What follows belongs to an exercise in optimizing a design on an open flow for small area; a production flow would make more cautious choices.
Where RTL was checked, it was by simulation tests only, not by an equivalence proof against the original.
Function not checked in runs 2 to 4: the RTL went through the layout flow alone.
No activity file was given, so power comes from the tool's default toggle rates.

[flow/design.v]
module jtag (
	input TCK,  
	input TDI,
	output reg TDO,
	input TMS,
  	input HREADY,
  	input HRESP,
  	input [31:0] HRDATA,
  	output reg HWRITE,
  	output reg [1:0] HTRANS,
  	output reg [31:0] HWDATA,
  	output reg [31:0] HADDR
);
parameter REGISTER_SIZE = 32;
parameter IR_SIZE = 4;
parameter STATE_SIZE = 4;
parameter TEST_LOGIC_RESET = 4'h0,
  RUN_TEST_IDLE = 4'hf,
  SELECT_DR_SCAN = 4'he,
  CAPTURE_DR = 4'hd,
  SHIFT_DR = 4'hc,
  EXIT_1_DR = 4'hb,
  PAUSE_DR = 4'ha,
  EXIT_2_DR = 4'h9,
  UPDATE_DR = 4'h8,
  SELECT_IR_SCAN = 4'h7,
  CAPTURE_IR = 4'h6,
  SHIFT_IR = 4'h5,
  EXIT_1_IR = 4'h4,
  PAUSE_IR = 4'h3,
  EXIT_2_IR = 4'h2,
  UPDATE_IR = 4'h1;
  parameter BYPASS = 4'b0000;
  parameter IDCODE = 4'b1000;
  parameter ADDR =   4'b0100;
  parameter WDATA =  4'b1100;
  parameter RDATA =  4'b0010;
  reg [IR_SIZE-1:0] IR;
  reg [IR_SIZE-1:0] LATCH_IR;
  reg [STATE_SIZE-1:0] state;
always @ (posedge TCK)
begin : JTAG
 case(state)
	TEST_LOGIC_RESET : if (TMS == 1'b1) begin
	             state <= TEST_LOGIC_RESET;
	           end else if (TMS == 1'b0) begin
	             state <= RUN_TEST_IDLE;
	           end
	RUN_TEST_IDLE : if (TMS == 1'b1) begin
	            state <= SELECT_DR_SCAN;
	          end else if (TMS == 1'b0) begin
	            state <= RUN_TEST_IDLE;
	          end
	SELECT_DR_SCAN : if (TMS == 1'b1) begin
	            state <= SELECT_IR_SCAN;
	          end else if (TMS == 1'b0) begin
	            state <= CAPTURE_DR;
	          end
	CAPTURE_DR : if (TMS == 1'b1) begin
	            state <= EXIT_1_DR;
	          end else if (TMS == 1'b0) begin
	            state <= SHIFT_DR;
	          end
	SHIFT_DR : if (TMS == 1'b1) begin
	            state <= EXIT_1_DR;
	          end else if (TMS == 1'b0) begin
	            state <= SHIFT_DR;
	          end
	EXIT_1_DR : if (TMS == 1'b1) begin
	            state <= UPDATE_DR;
	          end else if (TMS == 1'b0) begin
	            state <= PAUSE_DR;
	          end
	PAUSE_DR : if (TMS == 1'b1) begin
	            state <= EXIT_2_DR;
	          end else if (TMS == 1'b0) begin
	            state <= PAUSE_DR;
	          end
	EXIT_2_DR : if (TMS == 1'b1) begin
	            state <= UPDATE_DR;
	          end else if (TMS == 1'b0) begin
	            state <= SHIFT_DR;
	          end
	UPDATE_DR : if (TMS == 1'b1) begin
	            state <= SELECT_DR_SCAN;
	          end else if (TMS == 1'b0) begin
	            state <= RUN_TEST_IDLE;
	          end
	SELECT_IR_SCAN : if (TMS == 1'b1) begin
	            state <= TEST_LOGIC_RESET;
	          end else if (TMS == 1'b0) begin
	            state <= CAPTURE_IR;
	          end
	CAPTURE_IR : if (TMS == 1'b1) begin
	            state <= EXIT_1_IR;
	          end else if (TMS == 1'b0) begin
	            state <= SHIFT_IR;
	          end
	SHIFT_IR : if (TMS == 1'b1) begin
	            state <= EXIT_1_IR;
	          end else if (TMS == 1'b0) begin
	            state <= SHIFT_IR;
	          end
	EXIT_1_IR : if (TMS == 1'b1) begin
	            state <= UPDATE_IR;
	          end else if (TMS == 1'b0) begin
	            state <= PAUSE_IR;
	          end
	PAUSE_IR : if (TMS == 1'b1) begin
	            state <= EXIT_2_IR;
	          end else if (TMS == 1'b0) begin
	            state <= PAUSE_IR;
	          end
	EXIT_2_IR : if (TMS == 1'b1) begin
	            state <= UPDATE_IR;
	          end else if (TMS == 1'b0) begin
	            state <= SHIFT_IR;
	          end
	UPDATE_IR : if (TMS == 1'b1) begin
	            state <= SELECT_DR_SCAN;
	          end else if (TMS == 1'b0) begin
	            state <= RUN_TEST_IDLE;
	          end
	default : state <= TEST_LOGIC_RESET;
  endcase
end
wire instruction_tdo;
always @ (posedge TCK)
begin
  if (state == TEST_LOGIC_RESET)
    IR[IR_SIZE-1:0] <= 0;  
  else if(state == CAPTURE_IR)
    IR <= 4'b0000;
  else if(state == SHIFT_IR)
    IR[IR_SIZE-1:0] <= {TDI, IR[IR_SIZE-1:1]};
end
assign instruction_tdo = IR[0];
always @ (negedge TCK)
begin
 if (state == TEST_LOGIC_RESET)
    LATCH_IR <= 4'b0000;
  else if(state == UPDATE_IR)
    LATCH_IR <= IR;
end
wire  bypassed_tdo;
reg   bypass_reg;
always @ (posedge TCK)
begin
  if (state == TEST_LOGIC_RESET)
    bypass_reg <= 1'b0;
  else if (LATCH_IR == BYPASS && state == CAPTURE_DR)
    bypass_reg<= 1'b0;
  else if(LATCH_IR == BYPASS && state == SHIFT_DR)
    bypass_reg<= TDI;
end
assign bypassed_tdo = bypass_reg;
  reg [REGISTER_SIZE-1:0] DR_IDCODE;
wire        idcode_tdo;
always @ (posedge TCK)
begin
  if (state == TEST_LOGIC_RESET)
    DR_IDCODE <= 32'hf0f0f0f0;
  else if(LATCH_IR == IDCODE && state == CAPTURE_DR)
    DR_IDCODE <= 32'hf0f0f0f0;
  else if(LATCH_IR == IDCODE && state == SHIFT_DR)
    DR_IDCODE <=  {TDI, DR_IDCODE[REGISTER_SIZE-1:1]};
end
assign idcode_tdo = DR_IDCODE[0];
reg [REGISTER_SIZE-1:0] DR_ADDR;
wire        addr_tdo;
always @ (posedge TCK)
begin
  if (state == TEST_LOGIC_RESET)
    DR_ADDR <= 32'b0;
  else if(LATCH_IR == ADDR && state == SHIFT_DR)
    DR_ADDR <=  {TDI, DR_ADDR[REGISTER_SIZE-1:1]};
end
assign addr_tdo = DR_ADDR[0];
reg [REGISTER_SIZE-1:0] DR_WDATA;
reg TOGGLE_WRITE;
wire        wdata_tdo;
always @ (posedge TCK)
begin
  if (state == TEST_LOGIC_RESET)
    begin
    	DR_WDATA <= 32'b0;
  		TOGGLE_WRITE <= 1'b0;
          HWRITE <= 1'b0;
      	HWDATA <= 32'b0;
    end
  else if(LATCH_IR == WDATA && state == CAPTURE_DR)
    DR_WDATA <= 32'b0;
  else if(LATCH_IR == WDATA && state == SHIFT_DR)
    DR_WDATA <=  {TDI, DR_WDATA[REGISTER_SIZE-1:1]};
  else if(LATCH_IR == WDATA && state == UPDATE_DR && HREADY == 1'b1)
    begin
    	HWRITE <= 1'b1;
    	TOGGLE_WRITE <= 1'b1;
    end
  else if (TOGGLE_WRITE == 1'b1 && LATCH_IR == WDATA)
    begin
    	TOGGLE_WRITE <= 1'b0;
  		HWDATA <= DR_WDATA;
      	HWRITE <= 1'b0;
    end
end
assign wdata_tdo = DR_WDATA[0];
reg [REGISTER_SIZE-1:0] DR_RDATA;
reg TOGGLE_READ;
wire        rdata_tdo;
always @ (posedge TCK)
begin
  if (state == TEST_LOGIC_RESET)
    begin
    	DR_RDATA <= 32'b0;
  		TOGGLE_READ <= 1'b0;
    end
  else if(LATCH_IR == RDATA && state == SHIFT_DR)
    DR_RDATA <=  {TDI, DR_RDATA[REGISTER_SIZE-1:1]};
  else if(LATCH_IR == RDATA && state == UPDATE_DR && HREADY == 1'b1)
    begin
    	TOGGLE_READ <= 1'b1;
    end
  else if (TOGGLE_READ == 1'b1 && LATCH_IR == RDATA)
    begin
    	TOGGLE_READ <= 1'b0;
  		DR_RDATA <= HRDATA;
    end
end
assign rdata_tdo = DR_RDATA[0];
always @ (posedge TCK)
begin
  if (state == TEST_LOGIC_RESET)
    begin
    	HADDR <= 32'b0;
    end
  else if(LATCH_IR == RDATA && state == UPDATE_DR && HREADY == 1'b1)
    begin
    	HADDR <= DR_ADDR;
    end
  else if(LATCH_IR == WDATA && state == UPDATE_DR && HREADY == 1'b1)
    begin
    	HADDR <= DR_ADDR;
    end
end
always @ (posedge TCK)
begin
  if (state == TEST_LOGIC_RESET)
    begin
    	HTRANS <= 2'b0;
    end
  else if(LATCH_IR == WDATA && state == UPDATE_DR && HREADY == 1'b1)
    begin
      	HTRANS <= 2'b10;
    end
  else if (TOGGLE_WRITE == 1'b1 && LATCH_IR == WDATA)
    begin
      	HTRANS <= 2'b00;
    end
  else if(LATCH_IR == RDATA && state == UPDATE_DR && HREADY == 1'b1)
    begin
      	HTRANS <= 2'b10;
    end
  else if (TOGGLE_READ == 1'b1 && LATCH_IR == RDATA)
    begin
        HTRANS <= 2'b00;
    end
end
always @ (negedge TCK)
  begin
  	if (state == TEST_LOGIC_RESET)
      begin
        TDO <= 1'b0;
      end
    else begin
      case(LATCH_IR)
        RDATA:			 TDO <= rdata_tdo;
        WDATA:			 TDO <= wdata_tdo;
        IDCODE:          TDO <= idcode_tdo;
        ADDR:			 TDO <= addr_tdo;
        default:         TDO <= bypassed_tdo;
      endcase
    end
  end
endmodule
[flow/run.sh]
#!/bin/bash
# synth_recipe.tcl (not shown) runs the flow's synth.tcl, then flattens the netlist and writes it again
# the make line also repeats each setting of config.mk as NAME=value (left out here)
make -C /OpenROAD-flow-scripts/flow DESIGN_CONFIG=/design/flow/config.mk WORK_HOME=/design/flow/orfs CLKGATE_MAP_FILE= SYNTH_SCRIPT=/design/flow/synth_recipe.tcl finish
[flow/config.mk]
export PLATFORM = sky130hd
export DESIGN_NAME = jtag
export DESIGN_NICKNAME = jtag
export VERILOG_FILES = /design/flow/design.v
export SDC_FILE = /design/flow/constraint.sdc
export NUM_CORES = 4
export LEC_CHECK = 0
export CAP_MARGIN = 20
export CORE_MARGIN = 2
export CORE_UTILIZATION = 40
export SLEW_MARGIN = 20
[flow/constraint.sdc]
create_clock -name core_clock -period 10.0 [get_ports {TCK}]
set_input_delay 2.0000 -clock core_clock [delete_from_list [all_inputs] [get_ports {TCK}]]
set_output_delay 2.0000 -clock core_clock [all_outputs]
set_load 0.01 [all_outputs]
==> results of run 1 <==
## worst paths after layout
kind / endpoint / cells after the start / startpoint
setup / recovery: TDO / 1 / TDO
hold / removal: DR_IDCODE[2] / 2 / DR_IDCODE[3]
setup reg to reg: DR_RDATA[16] / 5 / LATCH_IR[1]
hold reg to reg: DR_IDCODE[2] / 2 / DR_IDCODE[3]
## layout by cell type, fill, tap and decap left out, drive strengths merged
cell           netlist  final
clkbuf              20     26
nor4b                2      2
or3                  2      2
o2111a               2      2
dfxtp              205    205
and2                 5      5
clkinvlp             0      1
nand2              343    343
and4bb               3      3
or4b                 1      1
clkdlybuf4s50        0    102
buf                 64     10
and3                 1      1
nor3                 8      8
clkinv               0      8
nand3               19     19
edfxtp               4      4
a31oi                4      4
mux2i               35     35
o2111ai              2      2
inv                  5     12
o21a                 1      1
a311oi               1      1
nor3b                1      1
o221ai               1      1
nand4bb              1      1
a21oi              189    189
o211ai               4      4
nor2b                9      9
o21bai               1      1
conb                 2      5
or2                  2      2
a211oi              32     32
nor2                10     10
nand3b               2      2
bufinv               0      6
o21ai               14     14
## Yosys cell counts, drive strengths merged, types with 3 or more instances
cell      n  share of area (%)
edfxtp    4                1.4
and4bb    3               0.45
mux2i    35                4.2
o21ai    14               0.88
nand2   343                 15
a31oi     4               0.30
nor3      8               0.61
a21oi   189                 11
o211ai    4               0.36
dfxtp   205                 49
buf      64                5.5
nand3    19                1.1
nor2b     9               0.67
nor2     10               0.45
clkbuf   20               0.91
a211oi   32                4.6
and2      5               0.40
inv       5               0.22
## per-layer routing
metal  up-vias  share of wire, %
met2       107                45
met1      3006                49
met4         0               1.6
met5         -                 0
li1       3447                 -
met3        22               4.7
## area by class of cell
type                            count  area, um2
Clock buffer                       26        628
Clock inverter                     23        235
Fill cell                        2058      10600
Inverter                            4       15.0
Multi-Input combinational cell    700       3660
Sequential cell                   209       4220
Tap cell                          275        344
Timing Repair Buffer              112       1100
## power by group through the flow
stage          combinational (mW)  clock [mW]  sequential, mW
3_3_place_gp                0.297     0.00373            1.03
6_report                    0.301       0.925            1.01
4_1_cts                     0.305       0.947            1.01
2_1_floorplan               0.272     0.00373           0.994
5_1_grt                     0.337       0.990            1.03
3_5_place_dp                0.304     0.00373            1.03
## through the flow
stage | utilization [%] | instances
detailed placement | 44.8 | 1300
floorplan | - | 998
finish | 49.1 | 1349
global placement | 44.8 | 1300
CTS | 49.0 | 1348
global route | 49.1 | 1349
## kinds of logic after synthesis
group / count (synthesis) / share of synthesized area (%)
AOI/OAI and AO/OA: 251 / 18.6
buffers and inverters: 89 / 6.58
DFF: 209 / 50.2
muxes: 35 / 4.16
other: 2 / 0.0892
and+or+nand+nor: 409 / 20.4
==> flow_summary_export.csv, run 1 <==
group,metric,value,unit
outcome,status,"no timing/DRC/antenna violations",
clocking,root_buffer,"clkbuf_16",
grt,met3_usage,3.03,%
routing,vias,6582,
power_and_ir_drop,power,2.24,mW
grt,use_met1,21.5,%
place,io_buffer_count,102,
synth,synth_edf_count,4,
routing,drc,0,
clocking,cts_tree,"done",
routing,wl_per_cell,13.1,um
power_and_ir_drop,cellPowerDensity,219,nW/um2
die,die_h,149,um
sta,setup_violations,0,
clocking,cts.repair.resized,0,
synth,synthArstFlopShare,0,%
clocking,htree_levels,1,
worst_setup_path,rrSetupSlack,2.38,ns
grt,track_usage,15.8,%
sta,worst_slack,1.58,ns
sta,maxSlewHeadroom,29.2,%
power_and_ir_drop,p_int,1.64,mW
worst_setup_path,path_buf_inv,1,
finish,design_area,10200,um2
finish,n_antenna_cell,0,
place,hpwl,10.3,mm
place,gp_congestion,0.759,
routing,drtIter0Drc,324,
worst_setup_path,critPathMaxFanout,1,
sta,tns,0,ns
sta,holdWs,0.450,ns
clocking,hold_buffers,0,
grt,grt-ovfl-total,0,
worst_setup_path,cp_top_family,"buffers and inverters",
grt,grt-busiest-layer,"met2",
synth,yosysWarnings,1,
synth,avgSynthCellArea,8.46,um2
sta,worst_slew_pin_slew,1.06,ns
worst_setup_path,worstSetupPathType,"flip-flop to primary output",
power_and_ir_drop,p_sw,0.595,mW
die,io_pins,105,
worst_setup_path,cp.required,8.00,ns
worst_setup_path,crit_path_end_kind,"primary output",
worst_setup_path,critPathLaunchType,"flip-flop",
grt,antenna_found_initial,0,
die,die_x,149,um
clocking,clk_latency,0.56,ns
power_and_ir_drop,switching_share,26.6,%
power_and_ir_drop,seq_power_share,45.2,%
finish,drive_gt1_share,9.40,%
worst_hold_path,hp-class,"flip-flop to flip-flop",
power_and_ir_drop,leakagePower,3.51,nW
grt,first_global_vias,6160,
routing,vias_per_cell,4.88,
run,maxCapViolCount,0,
die,start_util,40.4,%
routing,wl,17.7,mm
place,dp_slack,2.14,ns
power_and_ir_drop,ir_worst_vdd,108,uV
synth,yosysUniqueCellTypes,46,
synth,ys_seq_area_share,50.2,%
finish,nets,1093,
sta,skew,0.0583,ns
die,die-area,22200,um2
die,rows,53,
synth,synthFlopType,"dfxtp_1",
worst_setup_path,cp.arrival,6.42,ns
routing,drtPass1Iterations,4,
worst_setup_path,worstPathCellList,"clkdlybuf4s50_1",
clocking,clockBufferDepth,3,
power_and_ir_drop,comb_power_share,13.5,%
die,core,20800,um2
place,place_area,9340,um2
sta,final_max_slew_viol_count,0,
power_and_ir_drop,p_clk_share,41.3,%
clocking,clk_pin_slew,0.06,ns
sta,hold_viol,0,
clocking,cts_setup_buffers,0,
grt,grt_start_max_net_pins,69,
worst_setup_path,crit_path_max_incr_delay,0.56,ns
worst_setup_path,worst_path_max_delay_cell,"clkdlybuf4s50_1",
routing,ant_nets,0,
grt,grt_pass1_wl,29.8,mm
synth,ys_ff_latch,209,
grt,grt_util_met2,26.1,%
synth,synth_cells,995,
finish,area_growth,21.3,%
synth,netlist_area,8420,um2
clocking,cts_buffers,24,
sta,rsz0062_at_grt,"no",
clocking,clock_sinks,209,
==> inputs of run 2 (changes only) <==
==> flow/design.v (replaced) <==
module jtag (
	input TCK,
	input TDI,
	output TDO,
	input TMS,
	input HREADY,
	input HRESP,
	input [31:0] HRDATA,
	output HWRITE,
	output [1:0] HTRANS,
	output [31:0] HWDATA,
	output [31:0] HADDR
);
  localparam [3:0] TEST_LOGIC_RESET = 4'h0,
    RUN_TEST_IDLE = 4'hf,
    SELECT_DR_SCAN = 4'he,
    CAPTURE_DR = 4'hd,
    SHIFT_DR = 4'hc,
    EXIT_1_DR = 4'hb,
    PAUSE_DR = 4'ha,
    EXIT_2_DR = 4'h9,
    UPDATE_DR = 4'h8,
    SELECT_IR_SCAN = 4'h7,
    CAPTURE_IR = 4'h6,
    SHIFT_IR = 4'h5,
    EXIT_1_IR = 4'h4,
    PAUSE_IR = 4'h3,
    EXIT_2_IR = 4'h2,
    UPDATE_IR = 4'h1;
  localparam [2:0] I_BYPASS = 3'b000, I_OTHER = 3'b001, I_IDCODE = 3'b010,
                   I_WDATA = 3'b011, I_ADDR = 3'b100, I_RDATA = 3'b101;
  reg [3:0] state;
  reg [2:0] ins;
  reg [31:0] sr;      
  reg [31:0] ar;      
  reg [31:0] rd;      
  reg bp;             
  reg act;            
  always @(posedge TCK)
    case (state)
      TEST_LOGIC_RESET: state <= TMS ? TEST_LOGIC_RESET : RUN_TEST_IDLE;
      RUN_TEST_IDLE:    state <= TMS ? SELECT_DR_SCAN : RUN_TEST_IDLE;
      SELECT_DR_SCAN:   state <= TMS ? SELECT_IR_SCAN : CAPTURE_DR;
      CAPTURE_DR:       state <= TMS ? EXIT_1_DR : SHIFT_DR;
      SHIFT_DR:         state <= TMS ? EXIT_1_DR : SHIFT_DR;
      EXIT_1_DR:        state <= TMS ? UPDATE_DR : PAUSE_DR;
      PAUSE_DR:         state <= TMS ? EXIT_2_DR : PAUSE_DR;
      EXIT_2_DR:        state <= TMS ? UPDATE_DR : SHIFT_DR;
      UPDATE_DR:        state <= TMS ? SELECT_DR_SCAN : RUN_TEST_IDLE;
      SELECT_IR_SCAN:   state <= TMS ? TEST_LOGIC_RESET : CAPTURE_IR;
      CAPTURE_IR:       state <= TMS ? EXIT_1_IR : SHIFT_IR;
      SHIFT_IR:         state <= TMS ? EXIT_1_IR : SHIFT_IR;
      EXIT_1_IR:        state <= TMS ? UPDATE_IR : PAUSE_IR;
      PAUSE_IR:         state <= TMS ? EXIT_2_IR : PAUSE_IR;
      EXIT_2_IR:        state <= TMS ? UPDATE_IR : SHIFT_IR;
      default:          state <= TMS ? SELECT_DR_SCAN : RUN_TEST_IDLE;  
    endcase
  wire tlr   = state == TEST_LOGIC_RESET;
  wire cap_dr = state == CAPTURE_DR;
  wire sh_dr = state == SHIFT_DR;
  wire upd_dr = state == UPDATE_DR;
  wire cap_ir = state == CAPTURE_IR;
  wire sh_ir = state == SHIFT_IR;
  wire upd_ir = state == UPDATE_IR;
  wire is_b = ins == I_BYPASS;
  wire is_i = ins == I_IDCODE;
  wire is_s = ins[2:1] == 2'b01;         
  wire is_a = ins == I_ADDR;
  wire is_r = ins == I_RDATA;
  wire is_x = ins == I_WDATA || ins == I_RDATA;
  wire [3:0] ir = sr[31:28];
  reg [2:0] dec;
  always @*
    case (ir)
      4'b0000: dec = I_BYPASS;
      4'b1000: dec = I_IDCODE;
      4'b0100: dec = I_ADDR;
      4'b1100: dec = I_WDATA;
      4'b0010: dec = I_RDATA;
      default: dec = I_OTHER;
    endcase
  always @(posedge TCK)
    if (tlr) ins <= I_BYPASS;
    else if (upd_ir) ins <= dec;
  always @(posedge TCK)
    if (cap_ir || (cap_dr && is_s)) sr <= (cap_dr && is_i) ? 32'hf0f0f0f0 : 32'h0;
    else if (sh_ir || (sh_dr && is_s)) sr <= {TDI, sr[31:1]};
  always @(posedge TCK)
    if (tlr) ar <= 32'h0;
    else if (sh_dr && is_a) ar <= {TDI, ar[31:1]};
  always @(posedge TCK)
    if (tlr) rd <= 32'h0;
    else if (sh_dr && is_r) rd <= {TDI, rd[31:1]};
    else if (act && is_r) rd <= HRDATA;
  always @(posedge TCK)
    if (tlr || (cap_dr && is_b)) bp <= 1'b0;
    else if (sh_dr && is_b) bp <= TDI;
  always @(posedge TCK)
    act <= upd_dr && HREADY && is_x;
  assign HTRANS = {act, 1'b0};
  assign HWRITE = ins[1];
  assign HADDR = ar;
  assign HWDATA = sr;
  assign TDO = ins[2] ? (ins[0] ? rd[0] : ar[0]) : (ins[1] ? sr[0] : bp);
endmodule
--- a/flow/config.mk
+++ b/flow/config.mk
@@ -7,2 +7,3 @@
 export LEC_CHECK = 0
+export ABC_AREA = 1
 export CAP_MARGIN = 20
==> flow_summary_export.csv, run 2 <==
group,metric,value,unit
die,die_x,112,um
clocking,cts_buffers,9,
sta,setup_violations,0,
synth,yosysTopAreaCellShare,31.1,%
sta,timing.fmax,0.275,GHz
power_and_ir_drop,cellPowerDensity,294,nW/um2
sta,maxSlewHeadroom,30.1,%
worst_setup_path,r2r_cells,8,
worst_hold_path,hp-start,"bp",
die,io_pins,105,
sta,rsz0062_at_grt,"no",
die,die_h,112,um
worst_setup_path,crit_path_end_kind,"primary output",
clocking,clk_pin_slew,0.06,ns
worst_setup_path,worstSetupPathType,"flip-flop to primary output",
finish,fillers,1127,
power_and_ir_drop,ir_worst_vdd,151,uV
synth,synthFlopType,"dfxtp_1",
worst_setup_path,cp.required,8.00,ns
die,start_util,41.2,%
routing,wl_per_cell,13.2,um
synth,synth.most_common_cell,"nor2_1",
grt,grt-ovfl-total,0,
finish,utilization,53.2,%
sta,timing.final.crit_share,36.3,%
place,io_buffer_count,102,
place,gp_congestion,0.762,
synth,synth_edf_count,32,
worst_setup_path,reg2reg_to,"ar[18]",
finish,largestRegisters,"ar (32), rd (32), sr (32)",
synth,synth.area.top_cells,"dfxtp_1, edfxtp_1, nor2_1",
clocking,cts_tree,"done",
sta,tns,0,ns
synth,avgSynthCellArea,7.48,um2
grt,first_global_vias,3949,
worst_setup_path,worst_path_max_delay_cell,"clkdlybuf4s50_1",
worst_hold_path,min_path_cells,2,
routing,vias,4202,
sta,hold_viol,0,
worst_setup_path,critPathLaunchType,"flip-flop",
grt,antenna_found_initial,0,
synth,ys_ff_latch,105,
clocking,clk_latency,0.34,ns
die,core,11400,um2
routing,drtPass1Iterations,5,
worst_hold_path,hold_end,"bp",
finish,layout_common_cells,"nor2_1, nand2_1, clkdlybuf4s50_1",
synth,synth_common_cells,"nor2_1, nand2_1, dfxtp_1, inv_1, nand3_1",
routing,vias_per_cell,4.90,
finish,nets,746,
worst_hold_path,hp-class,"flip-flop to flip-flop",
grt,grt_pass1_wl,18.6,mm
worst_setup_path,rrSetupSlack,7.68,ns
synth,yosysUniqueCellTypes,26,
sta,final_max_slew_viol_count,0,
routing,drc,0,
sta,worst_slew_pin_slew,1.05,ns
outcome,status,"no timing/DRC/antenna violations",
synth,synthArstFlopShare,0,%
grt,grt_start_max_net_pins,37,
finish,area_growth,29.2,%
grt,track_usage,17.9,%
die,die-area,12600,um2
clocking,clock_sinks,105,
finish,seqCellArea,2420,um2
place,hpwl,7.19,mm
sta,skew,0.00530,ns
finish,multi_input_area,1850,um2
worst_setup_path,cp.arrival,1.63,ns
run,maxCapViolCount,0,
clocking,hold_buffers,0,
routing,drtIter0Drc,346,
synth,synth_cells,628,
clocking,clockBufferDepth,2,
synth,yosys.area.top_type,"dfxtp_1",
routing,wl,11.3,mm
synth,yosysWarnings,1,
sta,post-route-min-period,3.63,ns
die,rows,39,
sta,holdWs,0.473,ns
worst_setup_path,critPathMaxFanout,6,
power_and_ir_drop,leakagePower,2.65,nW
worst_setup_path,worstPathCellList,"o21ai_0 -> o22ai_1 -> clkdlybuf4s50_1",
finish,n_antenna_cell,0,
routing,ant_nets,0,
finish,layout_commonest_cell,"nor2_1",
clocking,htree_levels,3,
worst_setup_path,reg2reg_from,"state[3]",
finish,drive_gt1_share,4.48,%
worst_setup_path,crit_path_max_incr_delay,0.58,ns
synth,netlist_area,4700,um2
clocking,cts_setup_buffers,0,
clocking,cts.repair.resized,0,
synth,ys_seq_area_share,51.5,%
clocking,root_buffer,"clkbuf_16",
## run 2: cell count changes after synthesis, moves of 30 or more
cell	change
dfxtp_1	-132
nand3_1	+34
a21oi_1	-148
nand2_1	-236
mux2i_1	-35
nor2_1	+147
a211oi_2	-30
inv_1	+59
## run 2: cell families (layout without fill, tap and decap cells)
group	Yosys count	count (layout)	synth area share, %
compound gates	86	86	9.37
buf+inv	102	188	9.53
flops	105	105	51.5
other cells	1	1	0.0798
simple gates	334	334	29.5
## run 2: area by class of cell
type | count | area share (%)
multi-input cells | 421 | 30.5
inverters | 69 | 4.29
clock buffers | 10 | 3.77
clock inverters | 6 | 1.36
flip-flops and latches | 105 | 39.9
repair buffers | 103 | 17.3
well taps | 143 | 2.95
## run 2: worst max-delay path by stage
stage / from / to / slack (ns) / cells past startpoint
3_3_place_gp: ins[2] / TDO / 6.73 / 3
2_1_floorplan: state[3] / sr[0] / 7.07 / 5
3_5_place_dp: ins[2] / TDO / 6.71 / 3
4_1_cts: ins[2] / TDO / 6.34 / 3
6_report: ins[2] / TDO / 6.37 / 3
5_1_grt: ins[2] / TDO / 6.27 / 3
## run 2: critical path, delay by kind of cell, from the launching register on
family | cells | cell delay, ns
buffers and inverters | 1 | 0.58
AO/OA/AOI/OAI | 2 | 0.29
flip-flops | 1 | 0.42
## run 2: where the power goes
| part | switching (mW) | internal [mW] | leakage, nW |
|---|---|---|---|
| combinational | 0.393 | 0.290 | 1.61 |
| sequential | 0.0954 | 0.634 | 0.894 |
| clock | 0.153 | 0.218 | 0.150 |
| total | 0.641 | 1.14 | 2.65 |
## run 2: metal layers
metal,global-route usage (%),part of all wire (%)
met1,23.2,46
met5,0,0
met2,28.4,45
met3,5.40,6.8
met4,6.59,1.9
## run 2: stage by stage
step	setup WS, ns	total power [mW]	area, um2	instances
after floorplan	7.07	1.14	4700	628
after global placement	6.73	1.39	5730	840
after detailed placement	6.71	1.42	5730	840
after CTS	6.34	1.79	6050	856
after global routing	6.27	1.92	6070	857
final	6.37	1.78	6070	857
==> inputs of run 3 (changes only) <==
--- a/flow/design.v
+++ b/flow/design.v
@@ -84,12 +84,17 @@
     else if (upd_ir) ins <= dec;
+  wire s_cap = cap_ir || (cap_dr && is_s);
+  wire s_sh = sh_ir || (sh_dr && is_s);
+  wire s_capi = cap_dr && is_i;
+  wire s_hold = !(s_cap || s_sh);
   always @(posedge TCK)
-    if (cap_ir || (cap_dr && is_s)) sr <= (cap_dr && is_i) ? 32'hf0f0f0f0 : 32'h0;
-    else if (sh_ir || (sh_dr && is_s)) sr <= {TDI, sr[31:1]};
+    sr <= ({32{s_capi}} & 32'hf0f0f0f0) | ({32{s_sh}} & {TDI, sr[31:1]}) | ({32{s_hold}} & sr);
+  wire a_sh = sh_dr && is_a;
+  wire a_hold = !(a_sh || tlr);
   always @(posedge TCK)
-    if (tlr) ar <= 32'h0;
-    else if (sh_dr && is_a) ar <= {TDI, ar[31:1]};
+    ar <= ({32{a_sh}} & {TDI, ar[31:1]}) | ({32{a_hold}} & ar);
+  wire r_sh = sh_dr && is_r;
+  wire r_ld = act && is_r;
+  wire r_hold = !(r_sh || r_ld || tlr);
   always @(posedge TCK)
-    if (tlr) rd <= 32'h0;
-    else if (sh_dr && is_r) rd <= {TDI, rd[31:1]};
-    else if (act && is_r) rd <= HRDATA;
+    rd <= ({32{r_sh}} & {TDI, rd[31:1]}) | ({32{r_ld}} & HRDATA) | ({32{r_hold}} & rd);
   always @(posedge TCK)
==> flow/flow/run.sh (new file) <==
#!/bin/bash
# Own layout flow: the standard flow, with single-drive port buffers and a
# clock tree of small clock buffers without dummy loads.
set -euo pipefail
export BUFFER_PORTS_ARGS="-buffer_cell sky130_fd_sc_hd__buf_1"
export CTS_ARGS="-sink_clustering_enable -repair_clock_nets -dont_use_dummy_load -buf_list {sky130_fd_sc_hd__clkbuf_2 sky130_fd_sc_hd__clkbuf_4 sky130_fd_sc_hd__clkbuf_8}"
bash standard.sh > standard_flow.log 2>&1
==> flow/standard.sh (new file) <==
#!/bin/bash
# synth_recipe.tcl (not shown) runs the flow's synth.tcl, then flattens the netlist and writes it again
# the make line also repeats each setting of config.mk as NAME=value (left out here)
make -C /OpenROAD-flow-scripts/flow DESIGN_CONFIG=/design/flow/config.mk WORK_HOME=/design/flow/orfs CLKGATE_MAP_FILE= SYNTH_SCRIPT=/design/flow/synth_recipe.tcl "${@:-finish}"
--- a/flow/config.mk
+++ b/flow/config.mk
@@ -7,6 +7,5 @@
 export LEC_CHECK = 0
-export ABC_AREA = 1
 export CAP_MARGIN = 20
 export CORE_MARGIN = 2
-export CORE_UTILIZATION = 40
+export CORE_UTILIZATION = 60
 export SLEW_MARGIN = 20
removed: flow/run.sh
==> flow_summary_export.csv, run 3 <==
group,metric,value,unit
outcome,status,"no timing/DRC/antenna violations",
die,die-area,7340,um2
clocking,cts.repair.resized,0,
die,io_pins,105,
worst_hold_path,min_path_cells,1,
worst_setup_path,cp.arrival,1.54,ns
routing,ant_nets,0,
sta,post-route-min-period,3.54,ns
grt,antenna_found_initial,0,
synth,avgSynthCellArea,9.81,um2
worst_setup_path,r2r_cells,4,
synth,yosysUniqueCellTypes,38,
finish,layout_commonest_cell,"dfxtp_1",
sta,timing.final.crit_share,35.4,%
clocking,clk_pin_slew,0.08,ns
synth,yosysTopAreaCellShare,52.5,%
sta,tns,0,ns
die,die_x,85.7,um
worst_setup_path,critPathMaxFanout,11,
clocking,htree_levels,3,
clocking,clockBufferDepth,2,
routing,drtIter0Drc,195,
die,start_util,62.7,%
synth,synthArstFlopShare,0,%
place,io_buffer_count,102,
synth,netlist_area,4000,um2
clocking,hold_buffers,0,
place,hpwl,5.10,mm
clocking,cts_tree,"done",
sta,worst_slew_pin_slew,1.02,ns
routing,drc,0,
finish,drive_gt1_share,4.31,%
synth,ys_ff_latch,105,
die,rows,29,
grt,grt_start_max_net_pins,65,
synth,synth_edf_count,0,
sta,timing.fmax,0.282,GHz
worst_setup_path,crit_end,"TDO",
synth,synth_common_cells,"dfxtp_1, nand2_1, a22o_1, o21ai_0, a21o_1",
place,gp_congestion,0.828,
finish,area_growth,12.0,%
worst_setup_path,rrSetupSlack,7.66,ns
worst_setup_path,crit_path_end_kind,"primary output",
sta,rsz0062_at_grt,"no",
run,maxCapViolCount,0,
sta,maxSlewHeadroom,31.6,%
power_and_ir_drop,power,1.02,mW
routing,vias_per_cell,5.72,
worst_setup_path,reg2reg_to,"sr[31]",
grt,grt_pass1_wl,12.5,mm
clocking,cts_setup_buffers,0,
routing,wl,7.78,mm
worst_hold_path,hp-class,"flip-flop to flip-flop",
power_and_ir_drop,leakagePower,1.90,nW
die,core,6390,um2
synth,synth_cells,408,
synth,yosys.area.top_type,"dfxtp_1",
routing,wl_per_cell,13.8,um
clocking,root_buffer,"clkbuf_8",
grt,grt-ovfl-total,0,
die,die_h,85.7,um
routing,drtPass1Iterations,4,
finish,largestRegisters,"ar (32), rd (32), sr (32)",
synth,ys_seq_area_share,52.5,%
worst_setup_path,reg2reg_from,"ins[1]",
sta,hold_viol,0,
worst_setup_path,worstSetupPathType,"flip-flop to primary output",
clocking,clock_sinks,105,
finish,nets,526,
grt,track_usage,21.0,%
sta,final_max_slew_viol_count,0,
synth,synth.area.top_cells,"dfxtp_1, a22o_1, nand2_1",
sta,setup_violations,0,
routing,vias,3226,
power_and_ir_drop,ir_worst_vdd,157,uV
clocking,cts_buffers,9,
clocking,clk_latency,0.35,ns
worst_setup_path,worstSetupStartpoint,"ins[1]",
finish,layout_common_cells,"dfxtp_1, buf_1, nand2_1",
grt,first_global_vias,2731,
synth,synthFlopType,"dfxtp_1",
finish,n_antenna_cell,0,
worst_setup_path,cp.required,8.00,ns
finish,utilization,70.2,%
synth,synth.most_common_cell,"dfxtp_1",
synth,yosysWarnings,1,
power_and_ir_drop,cellPowerDensity,228,nW/um2
sta,skew,0.0206,ns
worst_setup_path,critPathLaunchType,"flip-flop",
-- run 3: worst max-delay path, cell delays in order (launching register included) --
cell and delay [ns]:
dfxtp_1 0.66, nor2b_1 0.10, a211oi_1 0.22, a21oi_1 0.06, buf_1 0.16
-- run 3: layer usage --
layer | track usage, % | vias up | wire (um)
li1 | - | 1622 | -
met1 | 27.8 | 1517 | 3740
met2 | 33.4 | 74 | 3570
met3 | 4.23 | 13 | 324
met4 | 9.09 | 0 | 143
met5 | 0 | - | 0
-- run 3: worst min path at each step --
stage	slack [ns]	startpoint	to
final	0.46	rd[12]	rd[12]
after global routing	0.47	rd[18]	rd[18]
after CTS	0.46	rd[12]	rd[12]
after detailed placement	0.44	rd[27]	rd[27]
after global placement	0.43	rd[14]	rd[14]
after floorplan	0.43	rd[0]	rd[0]
-- run 3: logic make-up after synthesis --
kind of cell / Yosys count / share of synthesized area [%]
AO/OA/AOI/OAI: 150 / 28.4
flip-flops: 105 / 52.5
AND/OR/NAND/NOR: 105 / 12.1
buffers and inverters: 40 / 5.28
multiplexers: 4 / 1.03
XOR/XNOR: 3 / 0.656
other: 1 / 0.0937
-- run 3: layout make-up --
class,instances,area [um2]
sequential,105,2100
fill,546,1900
multi-input combinational,263,1700
timing repair buffer,107,448
clock buffer,9,124
tap,77,96.3
inverter,3,11.3
-- run 3: power by group --
group / switching (mW) / internal (mW)
Combinational: 0.145 / 0.117
Sequential: 0.0818 / 0.478
Clock: 0.120 / 0.0811
Total: 0.347 / 0.676
-- run 3: stage by stage --
step                hold slack, ns  instances  cell area [um2]  setup WS (ns)
floorplan                    0.426        408             4000           7.05
global placement             0.433        553             4320           6.85
detailed placement           0.439        553             4320           6.82
CTS                          0.457        562             4440           6.44
global route                 0.471        564             4480           6.32
finish                       0.455        564             4480           6.46
==> inputs of run 4 (changes only) <==
==> flow/flow/run.sh (replaced) <==
#!/bin/bash
# Own layout flow: the standard flow (standard.sh) with
#  - an area-oriented ABC script in synthesis (flow/my_synth.tcl, flow/area.abc),
#  - single-drive buffers on the ports,
#  - a clock tree of small clock buffers without dummy loads.
set -euo pipefail
here=$(pwd)
export MY_ABC_SCRIPT=$here/flow/area.abc
export BUFFER_PORTS_ARGS="-buffer_cell sky130_fd_sc_hd__buf_1"
export CTS_ARGS="-sink_clustering_enable -repair_clock_nets -dont_use_dummy_load -buf_list {sky130_fd_sc_hd__clkbuf_2 sky130_fd_sc_hd__clkbuf_4 sky130_fd_sc_hd__clkbuf_8}"
sed "s#SYNTH_SCRIPT=[^ ]*#SYNTH_SCRIPT=$here/flow/my_synth.tcl #" standard.sh > my_standard.sh
grep -q "my_synth.tcl" my_standard.sh
bash my_standard.sh > standard_flow.log 2>&1
==> flow/flow/area.abc (new file) <==
&get -n
&st
&dch -f
&nf -R 1000
&put
topo
==> flow/flow/my_synth.tcl (new file) <==
# The standard flow's synthesis script (synth_recipe.tcl), except that Yosys's abc pass
# runs the ABC script named by MY_ABC_SCRIPT (an area-oriented mapping)
# instead of ORFS's. Registers are mapped before abc, so they are unchanged.
proc synth {args} { yosys synth -nofsm -noshare {*}$args }
proc abc {args} {
  set i [lsearch -exact $args -script]
  if { $i >= 0 && [info exists ::env(MY_ABC_SCRIPT)] } {
    lset args [expr {$i + 1}] $::env(MY_ABC_SCRIPT)
  }
  yosys abc {*}$args
}
source $::env(SCRIPTS_DIR)/synth.tcl
# left out here: clear keep_hierarchy, flatten, clean up, hide names made inside functions, write 1_2_yosys.v
==> flow_summary_export.csv, run 4 <==
group,metric,value,unit
synth,yosysTopAreaCellShare,58.9,%
finish,fillers,470,
routing,drtPass1Iterations,9,
finish,n_antenna_cell,0,
synth,synth.area.top_cells,"dfxtp_1, a22o_1, a222oi_1",
worst_setup_path,cp.arrival,1.37,ns
clocking,cts.repair.resized,0,
finish,layout_common_cells,"dfxtp_1, buf_1, a22o_1",
synth,synth_common_cells,"dfxtp_1, a22o_1, a222oi_1, clkinv_1, a221o_1",
die,die_h,81.1,um
sta,rsz0062_at_grt,"no",
grt,track_usage,22.7,%
worst_setup_path,critPathLaunchType,"flip-flop",
clocking,htree_levels,3,
die,rows,28,
die,start_util,61.0,%
sta,hold_viol,0,
worst_setup_path,cp.required,8.00,ns
sta,timing.final.crit_share,33.7,%
clocking,clockBufferDepth,2,
synth,yosys.area.top_type,"dfxtp_1",
routing,wl_per_cell,15.4,um
worst_setup_path,worstSetupStartpoint,"ins[0]",
grt,antenna_found_initial,0,
clocking,hold_buffers,0,
finish,area_growth,18.4,%
power_and_ir_drop,ir_worst_vdd,196,uV
worst_setup_path,reg2reg_to,"rd[17]",
routing,drc,0,
grt,grt-ovfl-total,0,
worst_setup_path,r2r_cells,7,
clocking,cts_buffers,9,
finish,largestRegisters,"ar (32), rd (32), sr (32)",
clocking,root_buffer,"clkbuf_8",
grt,grt_pass1_wl,11.5,mm
sta,skew,0.0312,ns
sta,worst_slew_pin_slew,1.02,ns
finish,design_area,4230,um2
run,maxCapViolCount,0,
sta,post-route-min-period,3.37,ns
grt,grt_start_max_net_pins,34,
synth,synthArstFlopShare,0,%
finish,drive_gt1_share,4.93,%
synth,ys_seq_area_share,58.9,%
finish,layout_commonest_cell,"dfxtp_1",
worst_hold_path,hp-class,"flip-flop to flip-flop",
synth,synth_cells,314,
worst_setup_path,critPathMaxFanout,10,
sta,maxSlewHeadroom,31.9,%
finish,nets,465,
clocking,clock_sinks,105,
synth,yosysWarnings,1,
die,die-area,6580,um2
worst_setup_path,crit_path_end_kind,"primary output",
worst_setup_path,worstSetupPathType,"flip-flop to primary output",
synth,ys_ff_latch,105,
worst_setup_path,reg2reg_from,"state[3]",
synth,synth_edf_count,0,
clocking,cts_setup_buffers,0,
sta,timing.fmax,0.296,GHz
routing,vias_per_cell,6.04,
power_and_ir_drop,leakagePower,1.53,nW
die,io_pins,105,
clocking,clk_pin_slew,0.08,ns
sta,tns,0,ns
place,hpwl,5.09,mm
worst_setup_path,crit_end,"TDO",
synth,synthFlopType,"dfxtp_1",
routing,drtIter0Drc,329,
place,place_area,4090,um2
die,core,5850,um2
routing,ant_nets,0,
synth,avgSynthCellArea,11.4,um2
clocking,clk_latency,0.36,ns
routing,vias,3024,
synth,netlist_area,3570,um2
clocking,cts_tree,"done",
routing,wl,7.73,mm
worst_hold_path,hp-start,"rd[25]",
die,die_x,81.1,um
sta,final_max_slew_viol_count,0,
grt,first_global_vias,2545,
sta,setup_violations,0,
outcome,status,"no timing/DRC/antenna violations",
place,io_buffer_count,102,
synth,synth.most_common_cell,"dfxtp_1",
place,gp_congestion,0.821,
worst_setup_path,rrSetupSlack,7.41,ns
synth,yosysUniqueCellTypes,30,
power_and_ir_drop,cellPowerDensity,255,nW/um2
-- run 4: cell count changes in the layout (fill, tap and decap cells not counted), moves of 10 or more --
cell | previous run | this run
nand2_1 | 81 | 8
o21ai_0 | 38 | 4
a21o_1 | 33 | 0
a222oi_1 | 0 | 32
clkinv_1 | 0 | 32
nor2_1 | 2 | 12
-- run 4: area by class of cell --
| cell class | count | area [um2] | area share, % |
|---|---|---|---|
| sequential | 105 | 2100 | 49.7 |
| multi-input combinational | 175 | 1380 | 32.7 |
| timing repair buffer | 105 | 405 | 9.59 |
| clock buffer | 9 | 124 | 2.93 |
| inverter | 32 | 120 | 2.84 |
| tap | 75 | 93.8 | 2.22 |
-- run 4: worst min path at each step --
| stage | to | slack [ns] | depth (start not counted) |
|---|---|---|---|
| 3_5_place_dp | rd[29] | 0.45 | 2 |
| 3_3_place_gp | rd[25] | 0.44 | 2 |
| 2_1_floorplan | rd[10] | 0.43 | 2 |
| 5_1_grt | rd[20] | 0.48 | 2 |
| 6_report | rd[25] | 0.47 | 2 |
| 4_1_cts | rd[29] | 0.47 | 2 |
-- run 4: critical path: stages (launching register included) --
cell	delay, ns
dfxtp_1	0.52
o21ai_0	0.15
o22ai_1	0.15
buf_1	0.21
-- run 4: cells by family (layout without fill, tap and decap cells) --
| logic type | Yosys count | in the layout | share of synthesized area, % |
|---|---|---|---|
| flip-flops | 105 | 105 | 58.9 |
| AND/OR/NAND/NOR | 57 | 57 | 8.20 |
| other | 1 | 1 | 0.105 |
| AO/OA/AOI/OAI | 115 | 115 | 28.5 |
| multiplexers | 2 | 2 | 0.561 |
| buffers and inverters | 34 | 146 | 3.78 |
-- run 4: where the power goes --
| group | switching, mW | internal, mW | total [mW] | leakage, nW |
|---|---|---|---|---|
| Sequential | 0.0810 | 0.489 | 0.570 | 0.851 |
| Clock | 0.119 | 0.0810 | 0.200 | 0.0647 |
| Combinational | 0.179 | 0.126 | 0.306 | 0.609 |
| Total | 0.380 | 0.696 | 1.08 | 1.53 |
-- run 4: layer usage --
metal	share of wire, %	track usage, %	vias to the layer above
li1	-	-	1477
met1	46	29.2	1442
met2	46	35.9	99
met3	6.6	8.44	6
met4	1.0	6.78	0
met5	0	0	-
-- run 4: stage by stage --
| stage | setup WS (ns) | hold slack, ns | cells | total power, mW | util, % |
|---|---|---|---|---|---|
| 3_3_place_gp | 7.02 | 0.444 | 492 | 0.868 | 69.8 |
| 5_1_grt | 6.54 | 0.485 | 501 | 1.14 | 72.2 |
| 3_5_place_dp | 7.02 | 0.452 | 492 | 0.880 | 69.9 |
| 6_report | 6.63 | 0.473 | 501 | 1.08 | 72.2 |
| 2_1_floorplan | 4.88 | 0.434 | 314 | 0.769 | - |
| 4_1_cts | 6.63 | 0.474 | 501 | 1.08 | 72.0 |
==> inputs of run 5 (changes only) <==
--- a/flow/design.v
+++ b/flow/design.v
@@ -13,20 +13,20 @@
 );
-  localparam [3:0] TEST_LOGIC_RESET = 4'h0,
-    RUN_TEST_IDLE = 4'hf,
-    SELECT_DR_SCAN = 4'he,
-    CAPTURE_DR = 4'hd,
-    SHIFT_DR = 4'hc,
-    EXIT_1_DR = 4'hb,
-    PAUSE_DR = 4'ha,
-    EXIT_2_DR = 4'h9,
-    UPDATE_DR = 4'h8,
-    SELECT_IR_SCAN = 4'h7,
-    CAPTURE_IR = 4'h6,
-    SHIFT_IR = 4'h5,
-    EXIT_1_IR = 4'h4,
-    PAUSE_IR = 4'h3,
-    EXIT_2_IR = 4'h2,
-    UPDATE_IR = 4'h1;
-  localparam [2:0] I_BYPASS = 3'b000, I_OTHER = 3'b001, I_IDCODE = 3'b010,
-                   I_WDATA = 3'b011, I_ADDR = 3'b100, I_RDATA = 3'b101;
+  localparam [3:0] TEST_LOGIC_RESET = 4'hf,
+    RUN_TEST_IDLE = 4'hc,
+    SELECT_DR_SCAN = 4'h7,
+    CAPTURE_DR = 4'h6,
+    SHIFT_DR = 4'h2,
+    EXIT_1_DR = 4'h1,
+    PAUSE_DR = 4'h3,
+    EXIT_2_DR = 4'h0,
+    UPDATE_DR = 4'h5,
+    SELECT_IR_SCAN = 4'h4,
+    CAPTURE_IR = 4'he,
+    SHIFT_IR = 4'ha,
+    EXIT_1_IR = 4'h9,
+    PAUSE_IR = 4'hb,
+    EXIT_2_IR = 4'h8,
+    UPDATE_IR = 4'hd;
+  localparam [2:0] I_BYPASS = 3'b000, I_OTHER = 3'b010, I_IDCODE = 3'b001,
+                   I_WDATA = 3'b011, I_ADDR = 3'b100, I_RDATA = 3'b110;
   reg [3:0] state;
@@ -66,5 +66,6 @@
   wire is_i = ins == I_IDCODE;
-  wire is_s = ins[2:1] == 2'b01;         
+  wire is_s = ins[0];                    
   wire is_a = ins == I_ADDR;
   wire is_r = ins == I_RDATA;
+  wire hw = ins[0];                      
   wire is_x = ins == I_WDATA || ins == I_RDATA;
@@ -95,3 +96,3 @@
   wire r_sh = sh_dr && is_r;
-  wire r_ld = act && is_r;
+  wire r_ld = act && !hw;
   wire r_hold = !(r_sh || r_ld || tlr);
@@ -105,6 +106,6 @@
   assign HTRANS = {act, 1'b0};
-  assign HWRITE = ins[1];
+  assign HWRITE = hw;
   assign HADDR = ar;
   assign HWDATA = sr;
-  assign TDO = ins[2] ? (ins[0] ? rd[0] : ar[0]) : (ins[1] ? sr[0] : bp);
+  assign TDO = is_a ? ar[0] : is_r ? rd[0] : is_s ? sr[0] : bp;
 endmodule
--- a/flow/flow/run.sh
+++ b/flow/flow/run.sh
@@ -8,2 +8,3 @@
 export MY_ABC_SCRIPT=$here/flow/area.abc
+export RECOVER_POWER=100
 export BUFFER_PORTS_ARGS="-buffer_cell sky130_fd_sc_hd__buf_1"
--- a/flow/config.mk
+++ b/flow/config.mk
@@ -9,3 +9,3 @@
 export CORE_MARGIN = 2
-export CORE_UTILIZATION = 60
+export CORE_UTILIZATION = 50
 export SLEW_MARGIN = 20
==> flow_summary_export.csv, run 5 <==
group,metric,value,unit
finish,area_growth,18.4,%
run,maxCapViolCount,2,
die,die-area,7630,um2
finish,seqCellArea,2100,um2
routing,ant_nets,0,
clocking,clk_latency,0.36,ns
die,rows,30,
synth,synthFlopType,"dfxtp_1",
sta,hold_viol,0,
power_and_ir_drop,cellPowerDensity,258,nW/um2
routing,vias_per_cell,5.82,
worst_setup_path,worstSetupPathType,"flip-flop to flip-flop",
routing,wl_per_cell,14.9,um
worst_setup_path,rrSetupSlack,6.37,ns
worst_setup_path,crit_path_end_kind,"flip-flop",
synth,synth_edf_count,0,
clocking,root_buffer,"clkbuf_8",
clocking,clk_pin_slew,0.08,ns
place,gp_congestion,0.860,
routing,wl,7.39,mm
synth,netlist_area,3470,um2
die,die_h,87.4,um
synth,synthArstFlopShare,0,%
synth,synth_common_cells,"dfxtp_1, a22o_1, clkinv_1, a222oi_1",
worst_hold_path,hp-class,"flip-flop to flip-flop",
grt,grt-ovfl-total,0,
clocking,cts_tree,"done",
sta,tns,0,ns
power_and_ir_drop,leakagePower,1.50,nW
synth,yosysWarnings,1,
synth,synth.most_common_cell,"dfxtp_1",
worst_setup_path,cp.arrival,3.90,ns
grt,first_global_vias,2548,
die,core,6760,um2
synth,avgSynthCellArea,11.6,um2
sta,final_max_slew_viol_count,66,
clocking,clockBufferDepth,2,
clocking,hold_buffers,0,
clocking,clock_sinks,105,
routing,drtPass1Iterations,5,
finish,drive_gt1_share,3.86,%
synth,synth_cells,300,
worst_setup_path,cp.required,10.26,ns
power_and_ir_drop,power,1.06,mW
die,start_util,51.4,%
routing,drtIter0Drc,201,
worst_setup_path,critPathMaxFanout,33,
finish,fillers,632,
place,dp.cells,486,
routing,vias,2882,
finish,n_antenna_cell,0,
worst_setup_path,critPathLaunchType,"flip-flop",
sta,setup_violations,0,
finish,layout_commonest_cell,"dfxtp_1",
power_and_ir_drop,ir_worst_vdd,151,uV
place,io_buffer_count,102,
die,die_x,87.4,um
clocking,htree_levels,3,
sta,post-route-min-period,3.63,ns
sta,worst_slew_pin_slew,2.00,ns
finish,nets,454,
clocking,cts.repair.resized,0,
synth,yosysTopAreaCellShare,60.5,%
synth,ys_seq_area_share,60.5,%
grt,antenna_found_initial,0,
outcome,status,"finished with violations",
finish,layout.cells.non_filler,495,
finish,layout_common_cells,"dfxtp_1, buf_1, a22o_1",
synth,synth.area.top_cells,"dfxtp_1, a22o_1, a222oi_1",
grt,grt_pass1_wl,12.1,mm
grt,track_usage,19.9,%
sta,holdWs,0.470,ns
sta,timing.fmax,0.275,GHz
sta,skew,0.0314,ns
outcome,so_faults,"capacitance limit, slew limit",
routing,drc,0,
sta,rsz0062_at_grt,"no",
die,io_pins,105,
synth,yosys.area.top_type,"dfxtp_1",
finish,largestRegisters,"ar (32), rd (32), sr (32)",
sta,timing.final.crit_share,36.3,%
grt,grt_start_max_net_pins,34,
synth,yosysUniqueCellTypes,24,
sta,maxSlewHeadroom,-33.7,%
finish,multi_input_area,1250,um2
synth,ys_ff_latch,105,
place,hpwl,4.89,mm
clocking,cts_buffers,9,
clocking,cts_setup_buffers,0,
## run 5: cell count changes after synthesis, moves of 3 or more
cell | before | now
nand2_1 | 8 | 15
nand3_1 | 5 | 0
nor2_1 | 13 | 17
nand2b_1 | 4 | 0
nor2b_1 | 4 | 1
nor3_1 | 11 | 3
## run 5: path summary, 6_finish.rpt
| kind | from | endpoint | cells past startpoint |
|---|---|---|---|
| worst max register to register | state[1] | sr[6] | 6 |
| worst min register to register | rd[11] | rd[11] | 2 |
| worst min-delay path | rd[11] | rd[11] | 2 |
| worst max-delay path | state[1] | sr[6] | 6 |
## run 5: report_power, final
part	internal [mW]	total, mW	leakage, nW	switching (mW)
combinational	0.113	0.276	0.583	0.163
clock	0.0810	0.200	0.0647	0.119
sequential	0.507	0.584	0.851	0.0775
## run 5: critical path, stage by stage, from the launching register on
cell,delay (ns)
dfxtp_1,0.42
clkinv_1,0.16
nor2_1,0.28
o21ai_2,0.08
clkbuf_1,0.55
nor2_1,1.71
a221o_1,0.34
## run 5: cell type report
type / instances / share of cell area (%)
Multi-Input combinational cell: 159 / 30.3
Inverter: 34 / 3.10
Clock buffer: 9 / 3.01
Timing Repair Buffer: 108 / 10.0
Sequential cell: 105 / 51.1
Tap cell: 80 / 2.43
## run 5: kinds of logic (layout without fill, tap and decap cells)
logic type / Yosys count / count (layout) / synth area share, %
mux: 2 / 2 / 0.576
buf+inv: 36 / 151 / 4.10
simple gates: 44 / 44 / 5.73
other cells: 1 / 1 / 0.108
flops: 105 / 105 / 60.5
compound gates: 112 / 112 / 29.0
## run 5: routing by layer
layer / GRT usage, % / up-vias / routed length [um]
met5: 0 / - / 0
met1: 26.8 / 1385 / 3420
met2: 29.3 / 71 / 3320
li1: - / 1420 / -
met3: 8.25 / 6 / 563
met4: 5.45 / 0 / 76
## run 5: stage by stage
stage	area (um2)	util [%]	setup slack (ns)
after floorplan	3470	-	6.26
after global placement	4020	59.4	6.81
after detailed placement	4020	59.5	6.81
after CTS	4140	61.3	6.44
after global routing	4110	60.9	5.92
final	4110	60.9	6.37
==> inputs of run 6 (changes only) <==
--- a/flow/flow/run.sh
+++ b/flow/flow/run.sh
@@ -8,3 +8,2 @@
 export MY_ABC_SCRIPT=$here/flow/area.abc
-export RECOVER_POWER=100
 export BUFFER_PORTS_ARGS="-buffer_cell sky130_fd_sc_hd__buf_1"
==> flow/flow/area.abc (replaced) <==
&get -n
&st
&syn2
&dc2
&dch -f
&nf -R 1000
&put
topo
==> flow_summary_export.csv, run 6 <==
group,metric,value,unit
clocking,cts.repair.resized,0,
grt,antenna_found_initial,0,
routing,wl,7.36,mm
grt,grt-ovfl-total,0,
worst_hold_path,hp-start,"rd[3]",
die,rows,30,
power_and_ir_drop,ir_worst_vdd,128,uV
synth,synth_edf_count,0,
synth,yosys.area.top_type,"dfxtp_1",
clocking,clock_sinks,105,
place,io_buffer_count,102,
finish,layout_common_cells,"dfxtp_1, buf_1, a22o_1",
clocking,cts_setup_buffers,0,
synth,synth_common_cells,"dfxtp_1, a22o_1, clkinv_1, a222oi_1, a221o_1",
synth,yosysWarnings,1,
power_and_ir_drop,p_clk_share,20.3,%
synth,ys_seq_area_share,61.1,%
synth,synthArstFlopShare,0,%
synth,avgSynthCellArea,12.0,um2
finish,n_antenna_cell,0,
routing,drc,0,
sta,maxSlewHeadroom,31.1,%
finish,largestRegisters,"ar (32), rd (32), sr (32)",
worst_setup_path,worstSetupPathType,"flip-flop to primary output",
routing,drtIter0Drc,307,
die,die_x,87.0,um
worst_setup_path,cp.arrival,1.49,ns
finish,layout_commonest_cell,"dfxtp_1",
clocking,hold_buffers,0,
routing,vias,2857,
worst_setup_path,critPathLaunchType,"flip-flop",
outcome,status,"no timing/DRC/antenna violations",
die,core,6720,um2
power_and_ir_drop,comb_power_share,23.2,%
sta,worst_slack,6.51,ns
worst_setup_path,critPathMaxFanout,11,
clocking,cts_tree,"done",
worst_setup_path,r2r_cells,7,
finish,nets,439,
clocking,clockBufferDepth,2,
clocking,cts_buffers,9,
place,gp_congestion,0.776,
worst_setup_path,crit_path_end_kind,"primary output",
sta,skew,0.0262,ns
synth,synth.area.top_cells,"dfxtp_1, a22o_1, a222oi_1",
die,io_pins,105,
routing,ant_nets,0,
routing,wl_per_cell,15.3,um
clocking,htree_levels,3,
worst_setup_path,reg2reg_to,"rd[0]",
synth,ys_ff_latch,105,
power_and_ir_drop,switching_share,32.9,%
finish,drive_gt1_share,5.00,%
sta,final_max_slew_viol_count,0,
routing,drtPass1Iterations,6,
sta,worst_slew_pin_slew,1.03,ns
grt,grt_start_max_net_pins,34,
synth,yosysUniqueCellTypes,29,
power_and_ir_drop,p_int,0.667,mW
die,die_h,87.0,um
grt,track_usage,20.0,%
finish,multi_input_area,1230,um2
worst_hold_path,hold_end,"rd[3]",
sta,setup_violations,0,
power_and_ir_drop,cellPowerDensity,242,nW/um2
sta,timing.fmax,0.287,GHz
worst_hold_path,hp-class,"flip-flop to flip-flop",
sta,timing.final.crit_share,34.9,%
run,maxCapViolCount,0,
power_and_ir_drop,leakagePower,1.50,nW
sta,post-route-min-period,3.49,ns
grt,first_global_vias,2374,
synth,synth_cells,286,
power_and_ir_drop,p_sw,0.327,mW
worst_setup_path,cp.required,8.00,ns
synth,yosysTopAreaCellShare,61.1,%
synth,netlist_area,3440,um2
sta,holdWs,0.466,ns
finish,fillers,627,
worst_hold_path,min_path_cells,2,
sta,tns,0,ns
worst_setup_path,rrSetupSlack,7.57,ns
clocking,root_buffer,"clkbuf_8",
synth,synthFlopType,"dfxtp_1",
synth,synth.most_common_cell,"dfxtp_1",
finish,area_growth,19.2,%
sta,hold_viol,0,
sta,rsz0062_at_grt,"no",
routing,vias_per_cell,5.95,
power_and_ir_drop,power,0.994,mW
clocking,clk_latency,0.36,ns
place,dp_slack,6.89,ns
finish,seqCellArea,2100,um2
worst_setup_path,reg2reg_from,"state[1]",
die,start_util,51.2,%
place,hpwl,4.70,mm
grt,grt_pass1_wl,11.9,mm
clocking,clk_pin_slew,0.06,ns
die,die-area,7560,um2
power_and_ir_drop,seq_power_share,56.5,%
-- run 6: cell types whose count changed in the layout (fill, tap and decap cells not counted), sizes merged, moves of 3 or more --
cell and delta:
nor2 -10, a21oi -3, buf +4, clkbuf -5
nand2b +3, nand2 -11, nand3 +3
-- run 6: how the worst max path moves through the flow --
| stage | end | start | slack, ns |
|---|---|---|---|
| after floorplan | sr[12] | ins[0] | 6.28 |
| after global placement | TDO | ins[0] | 6.89 |
| after detailed placement | TDO | ins[0] | 6.89 |
| after CTS | TDO | ins[0] | 6.50 |
| after global routing | TDO | ins[0] | 6.33 |
| final | TDO | ins[0] | 6.51 |
-- run 6: critical path: stages (launching register included) --
cell and delay (ns):
dfxtp_1 0.57, nand2b_1 0.20, o21ai_0 0.09, o22ai_1 0.13, buf_1 0.17
-- run 6: power groups by stage --
stage                     logic [mW]  registers (mW)  clock network (mW)
after floorplan                0.130           0.576                   0
after global placement         0.228           0.566                   0
after detailed placement       0.233           0.569                   0
after CTS                      0.234           0.561               0.208
after global routing           0.257           0.574               0.225
final                          0.231           0.561               0.202
-- run 6: cells by family after synthesis --
family | Yosys count | synth area share [%]
compound gates | 112 | 29.3
flops | 105 | 61.1
buf+inv | 35 | 4.03
simple gates | 31 | 4.91
xor+xnor | 1 | 0.254
mux | 1 | 0.291
other cells | 1 | 0.109
-- run 6: layout make-up --
cell class	instances	area share [%]
clock buffer	9	3.02
inverter	33	3.02
multi-input combinational	146	30.0
sequential	105	51.2
tap	80	2.44
timing repair buffer	107	10.2
-- run 6: through the flow --
stage,instance area [um2],util [%],cells
2_1_floorplan,3440,-,286
3_3_place_gp,3970,59.1,471
3_5_place_dp,3980,59.2,471
4_1_cts,4100,61.1,480
5_1_grt,4100,61.1,480
6_report,4100,61.1,480
-- run 6: metal layers --
metal / vias to the layer above / routed length, um / global-route usage [%]
li1: 1378 / - / -
met1: 1371 / 3520 / 28.9
met2: 97 / 3140 / 26.9
met3: 11 / 569 / 6.26
met4: 0 / 136 / 9.38
met5: - / 0 / 0
==> inputs of run 7 (changes only) <==
==> flow/flow/area.abc (replaced) <==
&get -n
&st
&dch -f
&nf -R 1000
&put
topo
==> flow_summary_export.csv, run 7 <==
group,metric,value,unit
die,die_x,87.4,um
clocking,cts_buffers,9,
synth,avgSynthCellArea,11.6,um2
routing,wl,7.42,mm
power_and_ir_drop,p_clk_share,18.7,%
grt,grt-busiest-layer,"met2",
routing,vias,2889,
die,rows,30,
grt,grt_util_met2,29.3,%
power_and_ir_drop,cellPowerDensity,257,nW/um2
synth,yosys.area.top_type,"dfxtp_1",
finish,drive_gt1_share,5.54,%
grt,antenna_found_initial,0,
finish,largestRegisters,"ar (32), rd (32), sr (32)",
worst_setup_path,worstPathCellList,"nand3b_1 -> o21ai_0 -> a21oi_1 -> buf_1",
synth,yosysWarnings,1,
finish,fillers,622,
sta,rsz0062_at_grt,"no",
power_and_ir_drop,comb_power_share,26.4,%
grt,met3_usage,8.25,%
routing,drc,0,
synth,netlist_area,3470,um2
routing,vias_per_cell,5.84,
finish,utilization,61.4,%
synth,yosysUniqueCellTypes,24,
grt,use_met1,26.8,%
grt,grt_pass1_wl,12.1,mm
synth,synth.most_common_cell,"dfxtp_1",
sta,post-route-min-period,3.55,ns
synth,ys_ff_latch,105,
power_and_ir_drop,p_sw,0.362,mW
synth,synth_edf_count,0,
sta,tns,0,ns
grt,grt-ovfl-total,0,
outcome,status,"no timing/DRC/antenna violations",
clocking,cts_setup_buffers,0,
worst_setup_path,path_buf_inv,1,
run,maxCapViolCount,0,
grt,first_global_vias,2548,
sta,setup_violations,0,
worst_setup_path,crit_path_end_kind,"primary output",
synth,ys_seq_area_share,60.5,%
synth,synth_common_cells,"dfxtp_1, a22o_1, clkinv_1, a222oi_1",
clocking,root_buffer,"clkbuf_8",
die,core,6760,um2
synth,synth.area.top_cells,"dfxtp_1, a22o_1, a222oi_1",
place,io_buffer_count,102,
grt,grt_start_max_net_pins,34,
clocking,htree_levels,3,
synth,yosysTopAreaCellShare,60.5,%
worst_setup_path,cp.arrival,1.55,ns
finish,area_growth,19.4,%
synth,synth_cells,300,
routing,drtIter0Drc,202,
clocking,clk_latency,0.36,ns
clocking,hold_buffers,0,
power_and_ir_drop,power,1.07,mW
worst_setup_path,worst_path_max_delay_cell,"dfxtp_1",
place,place_area,4020,um2
synth,synthFlopType,"dfxtp_1",
worst_setup_path,worstSetupPathType,"flip-flop to primary output",
finish,n_antenna_cell,0,
clocking,cts.repair.resized,0,
clocking,cts_tree,"done",
grt,track_usage,19.9,%
die,io_pins,105,
power_and_ir_drop,leakagePower,1.52,nW
clocking,clk_pin_slew,0.08,ns
finish,layout.cells.non_filler,495,
worst_setup_path,cp_top_family,"flip-flops",
worst_hold_path,hp-class,"flip-flop to flip-flop",
worst_setup_path,cp.required,8.00,ns
worst_setup_path,critPathMaxFanout,11,
place,dp.cells,486,
power_and_ir_drop,seq_power_share,54.9,%
sta,skew,0.0319,ns
die,die-area,7630,um2
sta,final_max_slew_viol_count,0,
finish,layout_commonest_cell,"dfxtp_1",
sta,hold_viol,0,
synth,synthArstFlopShare,0,%
power_and_ir_drop,p_int,0.705,mW
finish,layout_common_cells,"dfxtp_1, buf_1, a22o_1",
power_and_ir_drop,ir_worst_vdd,151,uV
sta,maxSlewHeadroom,52.6,%
clocking,clockBufferDepth,2,
power_and_ir_drop,switching_share,33.9,%
routing,drtPass1Iterations,5,
routing,wl_per_cell,15.0,um
worst_setup_path,crit_path_max_incr_delay,0.54,ns
worst_setup_path,critPathLaunchType,"flip-flop",
die,die_h,87.4,um
sta,worst_slew_pin_slew,0.709,ns
place,hpwl,4.89,mm
routing,ant_nets,0,
finish,nets,454,
sta,timing.fmax,0.282,GHz
clocking,clock_sinks,105,
finish,design_area,4150,um2
sta,timing.final.crit_share,35.5,%
die,start_util,51.4,%
place,gp_congestion,0.860,
run 7: kinds of logic after synthesis:
| group | share of synthesized area [%] |
|---|---|
| AOI/OAI and AO/OA | 29.0 |
| DFF | 60.5 |
| other | 0.108 |
| and+or+nand+nor | 5.73 |
| buffers and inverters | 4.10 |
| muxes | 0.576 |
run 7: final timing paths:
kind	start	endpoint	slack, ns	depth (start not counted)
setup / recovery	ins[0]	TDO	6.45	4
hold / removal	rd[11]	rd[11]	0.47	2
setup reg to reg	state[1]	rd[14]	7.58	9
hold reg to reg	rd[11]	rd[11]	0.47	2
run 7: layer usage:
layer  routed length (um)  part of all wire (%)
met1                 3440                    46
met2                 3310                    45
met3                  590                   7.9
met4                   76                   1.0
met5                    0                     0
run 7: cell type report:
cell class              count  area, um2  share of cell area [%]
repair buffers            108        428                    10.3
clock buffers               9        124                    2.99
multi-input cells         159       1270                    30.5
inverters                  34        128                    3.08
flip-flops and latches    105       2100                    50.7
well taps                  80        100                    2.41
run 7: stage by stage:
stage,setup WS (ns),hold WS [ns]
6_report,6.45,0.469
5_1_grt,6.34,0.486
4_1_cts,6.44,0.473
3_5_place_dp,6.81,0.451
3_3_place_gp,6.81,0.446
2_1_floorplan,6.26,0.430
run 7: worst register-to-register path, cell delays in order, from the launching register on:
cell	delay [ns]
dfxtp_1	0.43
clkinv_1	0.16
nor2_1	0.29
nand2_1	0.21
nor2_2	0.15
buf_4	0.32
nor3_2	0.08
buf_4	0.26
a222oi_1	0.29
clkinv_1	0.12
run 7: power by group through the flow:
| stage | combinational (mW) | clock (mW) | sequential (mW) |
|---|---|---|---|
| 4_1_cts | 0.284 | 0.209 | 0.584 |
| 6_report | 0.282 | 0.199 | 0.586 |
| 3_3_place_gp | 0.277 | 0 | 0.589 |
| 3_5_place_dp | 0.284 | 0 | 0.593 |
| 2_1_floorplan | 0.176 | 0 | 0.596 |
| 5_1_grt | 0.319 | 0.223 | 0.599 |

[afterwards: timing with drivers on the ports]
In the flow no input, the clock included, has a driving cell. The finished layouts below were timed again as built, in two steps. Step 1, drivers: a clkbuf_16 drives TCK and a buf_2 each remaining input, both assumed. Step 2 times the ports against the registers' clock, not the clock port: input delays grow and output delays shrink by t, the midpoint of the rising clock arrivals with the driver on. a / b / c = no drivers / after step 1 / after step 2; a / b = the first two.
run	t (ns)	setup WS [ns]	clock arrival spread, ns	slew at the worst register clock pin (ns)
run 2	0.373	6.368 / 6.334 / 6.707	0.007 / 0.007	0.07 / 0.07
run 3	0.373	6.458 / 6.427 / 6.801	0.021 / 0.021	0.09 / 0.09
run 4	0.371	6.626 / 6.600 / 6.933	0.031 / 0.031	0.10 / 0.10
run 5	0.374	6.366 / 6.366 / 6.366	0.031 / 0.032	0.10 / 0.10
run 6	0.380	6.513 / 6.481 / 6.860	0.027 / 0.027	0.10 / 0.10
run 7	0.374	6.450 / 6.417 / 6.791	0.032 / 0.031	0.10 / 0.10
